This is an optimization exercise on Yosys and OpenROAD, whose aim is small area, not a production implementation.
RTL that was checked went through simulation tests only; none was proved equivalent to the original.
Only the layout flow was run in run 2; the RTL was not checked for function there.
No activity file was given, so power comes from the tool's default toggle rates.

<file path="design/flow/run.sh">
#!/bin/bash
# synth_recipe.tcl (not shown) runs the flow's synth.tcl, then flattens the netlist and writes it again
# the make line also repeats each setting of config.mk as NAME=value (left out here)
make -C /OpenROAD-flow-scripts/flow DESIGN_CONFIG=/design/flow/config.mk WORK_HOME=/design/flow/orfs CLKGATE_MAP_FILE= SYNTH_SCRIPT=/design/flow/synth_recipe.tcl finish
</file>
<file path="design/flow/config.mk">
export PLATFORM = sky130hd
export DESIGN_NAME = ALU
export DESIGN_NICKNAME = ALU
export VERILOG_FILES = /design/flow/design.v
export SDC_FILE = /design/flow/constraint.sdc
export NUM_CORES = 4
export LEC_CHECK = 0
export CAP_MARGIN = 20
export CORE_MARGIN = 2
export CORE_UTILIZATION = 40
export SLEW_MARGIN = 20
</file>
<file path="design/flow/design.v">
module ALU (
  input wire clk,
  input wire reset,
  input wire [3:0] ALUop,
  input wire [31:0] rs1,
  input wire [31:0] rs2,
  input wire [13:0] imm,
  input wire [4:0] SA,
  input wire ALUEnable,
  output wire [31:0] result,
  output wire zero
);
  reg [31:0] reg_rd;
  reg zero_reg;
  reg [31:0] next_rd;
  always @(*) begin
      case (ALUop)
        4'b0000:  
          next_rd = rs1 & rs2;
        4'b0001:  
          next_rd = rs1 + rs2;
        4'b0010:  
          next_rd = rs1 - rs2;
        4'b0011:  
          next_rd = reg_rd;
        4'b0100:  
          next_rd = rs1 & { {18{imm[13]}}, imm };  
        4'b0101:  
          next_rd = rs1 + { {18{imm[13]}}, imm };  
        4'b0110:  
          next_rd = rs1 + imm;
        4'b0111:  
          next_rd = rs1 + imm;
        4'b1000:  
          next_rd = reg_rd;
        4'b1011:  
          next_rd = rs1 <<< SA;
        4'b1100:  
          next_rd = rs1 >>> SA;
        4'b1101:  
          next_rd = rs1 <<< rs2;
        4'b1110:  
          next_rd = rs1 >>> rs2;
        default:
          next_rd = 0;
      endcase
  end
  always @(posedge clk or posedge reset) begin
    if (reset) begin
      reg_rd <= 0;
      zero_reg <= 0;
    end
    else begin
      if (ALUEnable == 1'b1) begin
        reg_rd <= next_rd;
        if (ALUop == 4'b0011)       
          zero_reg <= (rs1 < rs2);
        else if (ALUop == 4'b1000)  
          zero_reg <= (rs1 == rs2);
        else
          zero_reg <= (next_rd == 0);
      end
    end
  end
  assign result = reg_rd;
  assign zero = zero_reg;
endmodule
</file>
<file path="design/flow/constraint.sdc">
create_clock -name core_clock -period 5.5 [get_ports {clk}]
set_input_delay 1.1000 -clock core_clock [delete_from_list [all_inputs] [get_ports {clk}]]
set_output_delay 1.1000 -clock core_clock [all_outputs]
set_load 0.01 [all_outputs]
</file>
==> results of run 1 <==
critical path, cell delays in order:
cell and delay [ns]:
clkdlybuf4s50_1 0.50, buf_4 0.16, nand4b_4 0.17, buf_4 0.25
buf_4 0.18, mux2_2 0.44, buf_4 0.22, nand4_1 0.09
nand4_1 0.46, and3_1 0.40, nor4_1 0.43, nand2_1 0.17
nor4_2 0.32, nand4_1 0.16, nand4bb_1 0.23, o41ai_2 0.21
cell usage in the layout, fill, tap and decap left out, drive strengths merged, types with 24 or more instances in the layout:
master / synthesis / final
nor4: 26 / 26
inv: 60 / 60
o21ai: 122 / 122
ha: 66 / 66
buf: 29 / 236
a21oi: 130 / 130
nand3: 42 / 42
mux2i: 127 / 127
o22ai: 29 / 29
clkdlybuf4s50: 0 / 121
nor2: 118 / 118
nand2: 207 / 207
xnor2: 25 / 25
dfrtp: 33 / 33
a221oi: 24 / 24
nor3: 39 / 39
o211ai: 27 / 27
o21a: 31 / 31
mux2: 33 / 33
power groups by stage:
| stage | Combinational (mW) | Clock, mW | Sequential, mW |
|---|---|---|---|
| finish | 1.75 | 0.346 | 0.346 |
| global placement | 1.66 | 0 | 0.347 |
| global route | 1.84 | 0.354 | 0.347 |
| CTS | 1.67 | 0.344 | 0.343 |
| floorplan | 0.872 | 0 | 0.344 |
| detailed placement | 1.66 | 0 | 0.347 |
synth_stat cells, drive strengths merged (7+ instances only):
library cell  instances
buf                  29
ha                   66
nand3                42
and2                  8
xnor2                25
o21a                 31
or3                   8
o221ai               12
mux2                 33
inv                  60
a21o                 17
o22ai                29
nand2b               16
a32oi                15
nor2                118
xor2                 18
nor4                 26
a221oi               24
a21oi               130
a31oi                18
a211oi               17
mux2i               127
a211o                 9
nor3                 39
clkbuf               78
a22oi                17
nor2b                 7
o21ai               122
o211ai               27
dfrtp                33
nand4                22
and3                 13
nand2               207
logic make-up (layout without fill, tap and decap cells):
logic type	count (synthesis)	after routing
buffers and inverters	168	427
xor gates and xnor gates	43	43
AOI/OAI and AO/OA	523	523
adders and majority gates	68	68
DFF	33	33
muxes	165	165
and+or+nand+nor	540	540
through the flow:
stage          setup WS [ns]  power (mW)  util [%]
6_report               0.181        2.44      53.6
5_1_grt              0.00251        2.54      53.6
4_1_cts               0.0147        2.36      53.1
3_5_place_dp          -0.274        2.01      52.4
3_3_place_gp          -0.200        2.01      52.4
2_1_floorplan          0.163        1.22         -
final cells by class:
type                    instances  area, um2
clock buffers                   5        125
clock inverters                 3       46.3
fillers                      2642      12000
inverters                      61        229
multi-input cells            1339       9130
flip-flops and latches         33        826
well taps                     335        419
repair buffers                358       3110
worst paths after layout:
check / startpoint / endpoint / slack, ns / cells after the start
setup / recovery: ALUop[0] / zero_reg / 0.18 / 16
hold / removal: reg_rd[28] / reg_rd[28] / 0.54 / 1
setup reg to reg: reg_rd[12] / zero_reg / 2.72 / 11
hold reg to reg: reg_rd[28] / reg_rd[28] / 0.54 / 1
max in group asynchronous: reset / reg_rd[6] / 3.87 / 3
min in group asynchronous: reset / reg_rd[20] / 1.24 / 3
per-layer routing:
layer / GRT usage (%) / wire [um] / up-vias
met1: 56.5 / 24400 / 6807
met4: 15.0 / 2620 / 0
li1: - / - / 6340
met2: 62.5 / 25200 / 970
met5: 0 / 0 / -
met3: 7.24 / 6750 / 151
repair_timing:
item / CTS / global route
hold buffers: 0 / 0
setup endpoints to repair: 0 / 1
gates resized for setup: 0 / 19
buffers inserted: 0 / 2
==> reports/metrics.cfg, run 1 <==
[logic_synthesis]
synth-seq-area-share_pct = 7.87
synthFlopType = dfrtp_1
yosys-top-cells-area = mux2i_1 12%, dfrtp_1 7.9%, ha_1 7.9%
synth_edf_count = 0
syn_area_per_cell_um2 = 6.81
synthAdderAreaFrac_pct = 8.25
yosysUniqueCellTypes = 87
synth_top_area_share_pct = 12.0
synth_top_area_cell = mux2i_1
synth_warnings = 1
ys_ff_latch = 33
synth_top_family_by_area = compound AO/OA/AOI/OAI gates
async_flop_share_pct = 100
mappedNetlistNets = 1698
muxShareOfSynthArea_pct = 16.9
netlist_area_mm2 = 0.0105
synthSimpleGateAreaFrac_pct = 24.4
postSynthCellCount = 1540
synth-xor-area-share_pct = 3.59
synth_compound_area_share_pct = 32.5

[clock_tree]
clock_latency_ns = 0.30
cts.sinks = 33
cts_buffers = 5
clkTransAtPathRegs_ns = 0.07
cts_tree = built
clock_path_buffers = 2
cts_root_buf = clkbuf_16
htreeDepth = 2

[power]
power.share.switching_pct = 48.5
p_leak_nw = 6.05
p_clk_share_pct = 14.2
seqPwrFrac_pct = 14.2
p_per_area_mw_per_mm2 = 176
irDropWorstVdd_mv = 0.138
power_switching_mw = 1.18
p_int_mw = 1.26
pwr-share-comb_pct = 71.6

[placed_design]
post_dp_cell_area_mm2 = 0.0136
dp_hpwl_um = 48800
place_inst = 2123
portBuffers = 122
place_congestion = 1.08

[final_layout]
antenna_cells = 0
drive_gt1_share_pct = 18.4
final_area_mm2 = 0.0139
syn_to_final_growth_pct = 32.3
largest_register_ffs = 32
fin_cells = 2134
final_nets = 1956

[timing]
report.final.hold_viol_count = 0
setup_tns_ns = 0
skew_ns = 0.0162
rsz0062_at_grt = false
finalCritPeriodShare_pct = 96.7
hold_ws_ns = 0.539
drv_slew = 0
max_slew_margin_pct = 23.6
tightest_slew_ns = 1.14
setup_viol = 0
max_freq_ghz = 0.188
min_period_ns = 5.32

[routing]
finalWirelength_um = 59000
viasPerCell = 6.69
ant_nets = 0
dr.pass1.iters = 6
vias = 14300
dr.first_iter.drc_count = 1827
drc = 0
wl_per_cell_um = 27.7

[floorplanning]
die_w_um = 166
core_area_mm2 = 0.0259
start_util_pct = 40.5
ios = 123
die_h_um = 166
die-area_mm2 = 0.0275
row_count = 59

[run]
maxCapViolations = 0

[setup_path]
cp-end-kind = flip-flop
start_kind = input pin
critPathKind = in -> reg
path_max_fanout = 11
arrival_ns = 5.52
crit_required_ns = 5.70

[global_route]
grt_pass1_vias = 13300
gr-usage-all-layers_pct = 40.6
grt_pass1_wl_um = 85500
antenna_found_initial = 1
grt_max_degree = 42
grt_overflow = 0

[worst_hold_path]
hold_path.class = reg -> reg

[outcome]
status = complete, no violations

==> inputs of run 2 (changes only) <==
==> design/flow/design.v (replaced) <==
module ALU (
  input wire clk,
  input wire reset,
  input wire [3:0] ALUop,
  input wire [31:0] rs1,
  input wire [31:0] rs2,
  input wire [13:0] imm,
  input wire [4:0] SA,
  input wire ALUEnable,
  output wire [31:0] result,
  output wire zero
);
  reg [31:0] reg_rd;
  reg zero_reg;
  wire op_and  = (ALUop == 4'b0000) | (ALUop == 4'b0100);      
  wire op_sub  = (ALUop == 4'b0010) | (ALUop == 4'b0011) | (ALUop == 4'b1000);  
  wire op_arith = (ALUop == 4'b0001) | (ALUop == 4'b0010) | (ALUop == 4'b0101) |
                  (ALUop == 4'b0110) | (ALUop == 4'b0111) | (ALUop == 4'b1000);
  wire op_cmp  = (ALUop == 4'b0011);
  wire op_hold = (ALUop == 4'b0011) | (ALUop == 4'b1000);     
  wire op_imm  = ~ALUop[3] & ALUop[2];                         
  wire op_sext = ~ALUop[3] & ALUop[2] & ~ALUop[1];             
  wire op_shl  = (ALUop == 4'b1011) | (ALUop == 4'b1101);      
  wire op_shr  = (ALUop == 4'b1100) | (ALUop == 4'b1110);      
  wire op_var  = (ALUop == 4'b1101) | (ALUop == 4'b1110);      
  wire [31:0] immx = { {18{imm[13] & op_sext}}, imm };
  wire [31:0] b = op_imm ? immx : (rs2 ^ {32{op_sub}});
  wire [32:0] sum = {1'b0, rs1} + {1'b0, b} + {32'd0, op_sub};
  wire [31:0] andv = rs1 & b;
  wire [4:0] amt = op_var ? rs2[4:0] : SA;
  wire big = op_var & (|rs2[31:5]);
  reg [31:0] shin;
  integer i;
  always @(*) for (i = 0; i < 32; i = i + 1) shin[i] = op_shr ? rs1[31-i] : rs1[i];
  wire [31:0] sho = shin << amt;
  reg [31:0] shv;
  always @(*) for (i = 0; i < 32; i = i + 1)
    shv[i] = ~big & ((op_shl & sho[i]) | (op_shr & sho[31-i]));
  wire [31:0] nr = ({32{op_arith}} & sum[31:0]) | ({32{op_and}} & andv) | shv;
  wire nz = op_cmp ? ~sum[32] : ~|nr;
  always @(posedge clk or posedge reset) begin
    if (reset) begin
      reg_rd <= 0;
      zero_reg <= 0;
    end
    else if (ALUEnable) begin
      if (!op_hold)
        reg_rd <= nr;
      zero_reg <= nz;
    end
  end
  assign result = reg_rd;
  assign zero = zero_reg;
endmodule
==> design/flow/flow/run.sh (new file) <==
#!/bin/bash
# Standard ORFS layout, with the port buffers made of the smallest buffer cell.
set -euo pipefail
bash standard.sh synth > synth.log 2>&1
bash standard.sh 'BUFFER_PORTS_ARGS=-buffer_cell sky130_fd_sc_hd__buf_1' finish > layout.log 2>&1
==> design/flow/standard.sh (new file) <==
#!/bin/bash
# synth_recipe.tcl (not shown) runs the flow's synth.tcl, then flattens the netlist and writes it again
# the make line also repeats each setting of config.mk as NAME=value (left out here)
make -C /OpenROAD-flow-scripts/flow DESIGN_CONFIG=/design/flow/config.mk WORK_HOME=/design/flow/orfs CLKGATE_MAP_FILE= SYNTH_SCRIPT=/design/flow/synth_recipe.tcl "${@:-finish}"
--- a/design/flow/config.mk
+++ b/design/flow/config.mk
@@ -6,6 +6,7 @@
 export NUM_CORES = 4
 export LEC_CHECK = 0
-export CAP_MARGIN = 20
+export CAP_MARGIN = 0
 export CORE_MARGIN = 2
-export CORE_UTILIZATION = 40
-export SLEW_MARGIN = 20
+export CORE_UTILIZATION = 60
+export GPL_TIMING_DRIVEN = 0
+export SLEW_MARGIN = 0
removed: design/flow/run.sh
==> reports/metrics.cfg, run 2 <==
[outcome]
status = complete, but fails checks  ; was complete, no violations
so.violations = negative setup slack

[run]
maxCapViolations = 0  ; unchanged

[timing]
max_slew_margin_pct = 29.7  ; was 23.6%
setup_viol = 1  ; was 0
skew_ns = 0  ; was 0.0162 ns
report.final.hold_viol_count = 0  ; unchanged
tightest_slew_ns = 1.05  ; was 1.14 ns
setup_tns_ns = -0.293  ; was 0 ns
finalCritPeriodShare_pct = 105  ; was 96.7%
drv_slew = 0  ; unchanged
rsz0062_at_grt = true  ; was false
fin_ws_ns = -0.293  ; was 0.181 ns
min_period_ns = 5.79  ; was 5.32 ns
max_freq_ghz = 0.173  ; was 0.188 GHz

[setup_path]
crit_chain = buf_1, buf_6, a21oi_4, buf_12, buf_4, buf_4, inv_1, fa_2, inv_2, fa_2, a21o_1, a311oi_2, nor2_2, a211oi_2, o21ai_0, xnor2_1, nor2_1, nor4_4, nand2_1, nor4_2, nand4_1, or4_4, o31ai_4  ; was clkdlybuf4s50_1, buf_4, nand4b_4, buf_4, buf_4, mux2_2, buf_4, nand4_1, nand4_1, and3_1, nor4_1, nand2_1, nor4_2, nand4_1, nand4bb_1, o41ai_2
cp-end-kind = flip-flop  ; unchanged
slowest_stage = or4_4  ; was clkdlybuf4s50_1
critPathKind = in -> reg  ; unchanged
critical-path-max-stage-delay_ns = 0.56  ; was 0.50 ns
arrival_ns = 6.00  ; was 5.52 ns
start_kind = input pin  ; unchanged
crit_required_ns = 5.71  ; was 5.70 ns
reg2reg_from = zero_reg  ; was reg_rd[12]
reg2regPathDepth = 2  ; was 11
rrSetupSlack_ns = 4.62  ; was 2.72 ns
path_max_fanout = 10  ; was 11
rr_endpoint = zero_reg  ; unchanged

[floorplanning]
die_w_um = 109  ; was 166 um
core_area_mm2 = 0.0108  ; was 0.0259 mm2
start_util_pct = 61.3  ; was 40.5%
die_h_um = 109  ; was 166 um
die-area_mm2 = 0.0119  ; was 0.0275 mm2
ios = 123  ; unchanged
row_count = 38  ; was 59

[final_layout]
fin_cells = 1182  ; was 2,134
drive_gt1_share_pct = 14.7  ; was 18.4%
largest_register_ffs = 32  ; unchanged
final_nets = 1164  ; was 1,956
layout_common_cells = 123 x buf_1, 92 x nand2_1, 86 x nor2_1, 76 x a21oi_1, 67 x mux2i_1  ; was 227 x buf_4, 207 x nand2_1, 128 x a21oi_1, 121 x mux2i_1, 121 x clkdlybuf4s50_1
final_common_cell = buf_1  ; was buf_4
syn_to_final_growth_pct = 19.8  ; was 32.3%
final_area_mm2 = 0.00793  ; was 0.0139 mm2

[placed_design]
place_congestion = 1.17  ; was 1.08
place_inst = 1147  ; was 2,123
post_dp_cell_area_mm2 = 0.00729  ; was 0.0136 mm2
dp_hpwl_um = 22800  ; was 48,800 um
portBuffers = 120  ; was 122

[clock_tree]
clock_latency_ns = 0.29  ; was 0.30 ns
clkTransAtPathRegs_ns = 0.07  ; about the same
postCtsHoldBufs = 0  ; unchanged
cts_root_buf = clkbuf_8  ; was clkbuf_16
htreeDepth = 2  ; unchanged
cts_tree = built  ; unchanged
cts_buffers = 5  ; unchanged
cts.sinks = 33  ; unchanged
clock_path_buffers = 2  ; unchanged

[logic_synthesis]
synth_warnings = 1  ; unchanged
netlist_area_mm2 = 0.00662  ; was 0.0105 mm2
ys_ff_latch = 33  ; unchanged
syn_area_per_cell_um2 = 7.46  ; was 6.81 um2
synth_top_area_share_pct = 12.5  ; was 12.0%
synthFlopType = dfrtp_1  ; unchanged
postSynthCellCount = 887  ; was 1,540
synth-seq-area-share_pct = 12.5  ; was 7.87%
yosysUniqueCellTypes = 82  ; was 87
synth_common_cells = 93 x nand2_1, 88 x nor2_1, 82 x a21oi_1  ; was 207 x nand2_1, 130 x a21oi_1, 126 x mux2i_1
synth_edf_count = 0  ; unchanged
async_flop_share_pct = 100  ; unchanged
mappedNetlistNets = 1011  ; was 1,698
yosys-top-cells-area = dfrtp_1 12%, mux2i_1 10%, xnor2_1 6.5%  ; was mux2i_1 12%, dfrtp_1 7.9%, ha_1 7.9%
synth_most_common_cell = nand2_1  ; unchanged
synth_top_area_cell = dfrtp_1  ; was mux2i_1

[routing]
finalWirelength_um = 29600  ; was 59,000 um
drc = 0  ; unchanged
viasPerCell = 7.22  ; was 6.69
dr.first_iter.drc_count = 1319  ; was 1,827
wl_per_cell_um = 25.1  ; was 27.7 um
ant_nets = 0  ; unchanged
dr.pass1.iters = 8  ; was 6
vias = 8532  ; was 14,300

[global_route]
antenna_found_initial = 2  ; was 1
grt_pass1_wl_um = 43200  ; was 85,500 um
grt_overflow = 0  ; unchanged
grt_max_degree = 34  ; was 42
grt_pass1_vias = 7635  ; was 13,300
gr-usage-all-layers_pct = 48.2  ; was 40.6%

[worst_hold_path]
holdPathEnd = reg_rd[0]  ; was reg_rd[28]
hold_start = reg_rd[0]  ; was reg_rd[28]
hold_path.class = reg -> reg  ; unchanged
min_path_cells = 1  ; unchanged

[power]
power_mw = 1.73  ; was 2.44 mW
irDropWorstVdd_mv = 0.210  ; was 0.138 mV
p_leak_nw = 3.26  ; was 6.05 nW
p_per_area_mw_per_mm2 = 218  ; was 176 mW/mm2

-- run 2: cell types whose count changed in the layout (fill, tap and decap cells not counted), moves of 23 or more --
cell	delta
a21oi_1	-52
buf_1	+123
buf_4	-195
clkbuf_1	+24
clkdlybuf4s50_1	-121
ha_1	-37
inv_1	-55
mux2i_1	-54
nand2_1	-115
nor2_1	-31
o211ai_1	-23
o21a_1	-27
o21ai_0	-76
-- run 2: what timing repair did --
item / in CTS / in global routing
pin swaps: 21 / 18
endpoints found under the setup margin: 2 / 1
buffers inserted: 18 / 10
gates resized for setup: 56 / 24
-- run 2: power by group --
group          switching, mW  total (mW)  internal (mW)
logic                  0.752        1.21          0.455
registers             0.0270       0.317          0.290
clock network         0.0893       0.202          0.113
total                  0.868        1.73          0.857
-- run 2: area by class of cell --
cell class	instances	area, um2
Fill cell	870	2860
Tap cell	140	175
Clock inverter	1	5.00
Antenna cell	1	2.50
Timing Repair Buffer	149	701
Buffer	51	325
Multi-Input combinational cell	792	5770
Sequential cell	33	826
Clock buffer	7	96.3
Inverter	8	30.0
-- run 2: per-stage QoR --
stage,setup slack [ns],util (%),hold slack [ns]
after CTS,0.00992,71.9,0.518
after global routing,-0.407,73.5,0.535
after floorplan,0.0218,-,0.540
after global placement,-1.04,67.6,0.489
final,-0.293,73.5,0.521
after detailed placement,-1.07,67.6,0.501
-- run 2: cell families (layout without fill, tap and decap cells) --
group / count (synthesis) / count (layout) / share of synthesized area [%]
adder cells (fa/ha/maj): 34 / 34 / 6.65
buffers and inverters: 62 / 216 / 4.61
other: 0 / 1 / 0
XOR/XNOR: 57 / 57 / 7.82
AND/OR/NAND/NOR: 303 / 303 / 22.1
flip-flops: 33 / 33 / 12.5
multiplexers: 86 / 86 / 13.6
AO/OA/AOI/OAI: 312 / 312 / 32.8
-- run 2: layer usage --
metal | global-route usage (%) | vias up | part of all wire (%)
met5 | 0 | - | 0.044
met4 | 25.5 | 2 | 7.7
met3 | 16.4 | 220 | 14
met2 | 71.4 | 732 | 41
met1 | 61.4 | 3887 | 37
li1 | - | 3691 | -
-- run 2: worst max path at each step --
stage             start  endpoint  slack, ns  cells past startpoint
3_5_place_dp   ALUop[2]  zero_reg      -1.07                     22
4_1_cts        ALUop[2]  zero_reg       0.01                     21
5_1_grt        ALUop[0]  zero_reg      -0.41                     23
2_1_floorplan  ALUop[1]  zero_reg       0.02                     24
6_report       ALUop[2]  zero_reg      -0.29                     23
3_3_place_gp   ALUop[2]  zero_reg      -1.04                     20
-- run 2: worst max-delay path, delay by kind of cell --
family | cells | cell delay, ns
AO/OA/AOI/OAI | 6 | 1.23
adder cells (fa/ha/maj) | 2 | 0.60
buffers and inverters | 7 | 0.95
AND/OR/NAND/NOR | 7 | 1.78
XOR/XNOR | 1 | 0.29

[port drivers added, routing unchanged]
How much do the figures lean on ideal ports? The routed layouts below were timed once more, with nothing changed but the port constraints.
Step 1 (the two cells are an assumption about what drives the block):
set clk [get_ports {clk}]
set_driving_cell -lib_cell sky130_fd_sc_hd__clkbuf_16 $clk
set_driving_cell -lib_cell sky130_fd_sc_hd__buf_2 [delete_from_list [all_inputs] $clk]
Step 2 also shifts input and output timing later by t, the mid clock arrival at the registers, as if the neighbouring blocks saw the same clock.
Slacks: ideal / step 1 / step 2; pairs: ideal / step 1.
run | t (ns) | slack for setup (ns) | worst setup path at the end | worst slew at a driven data input, ns
run 1 | 0.335 | 0.181 / 0.199 / -0.136 | input to register | 0.09
run 2 | 0.317 | -0.293 / -0.295 / -0.612 | input to register | 0.06
With both steps, setup timing fails in run 1, where it was met with ideal ports. For run 2, which loses most, drivers alone change the setup slack by -0.002 ns; drivers and shift together by -0.319 ns.
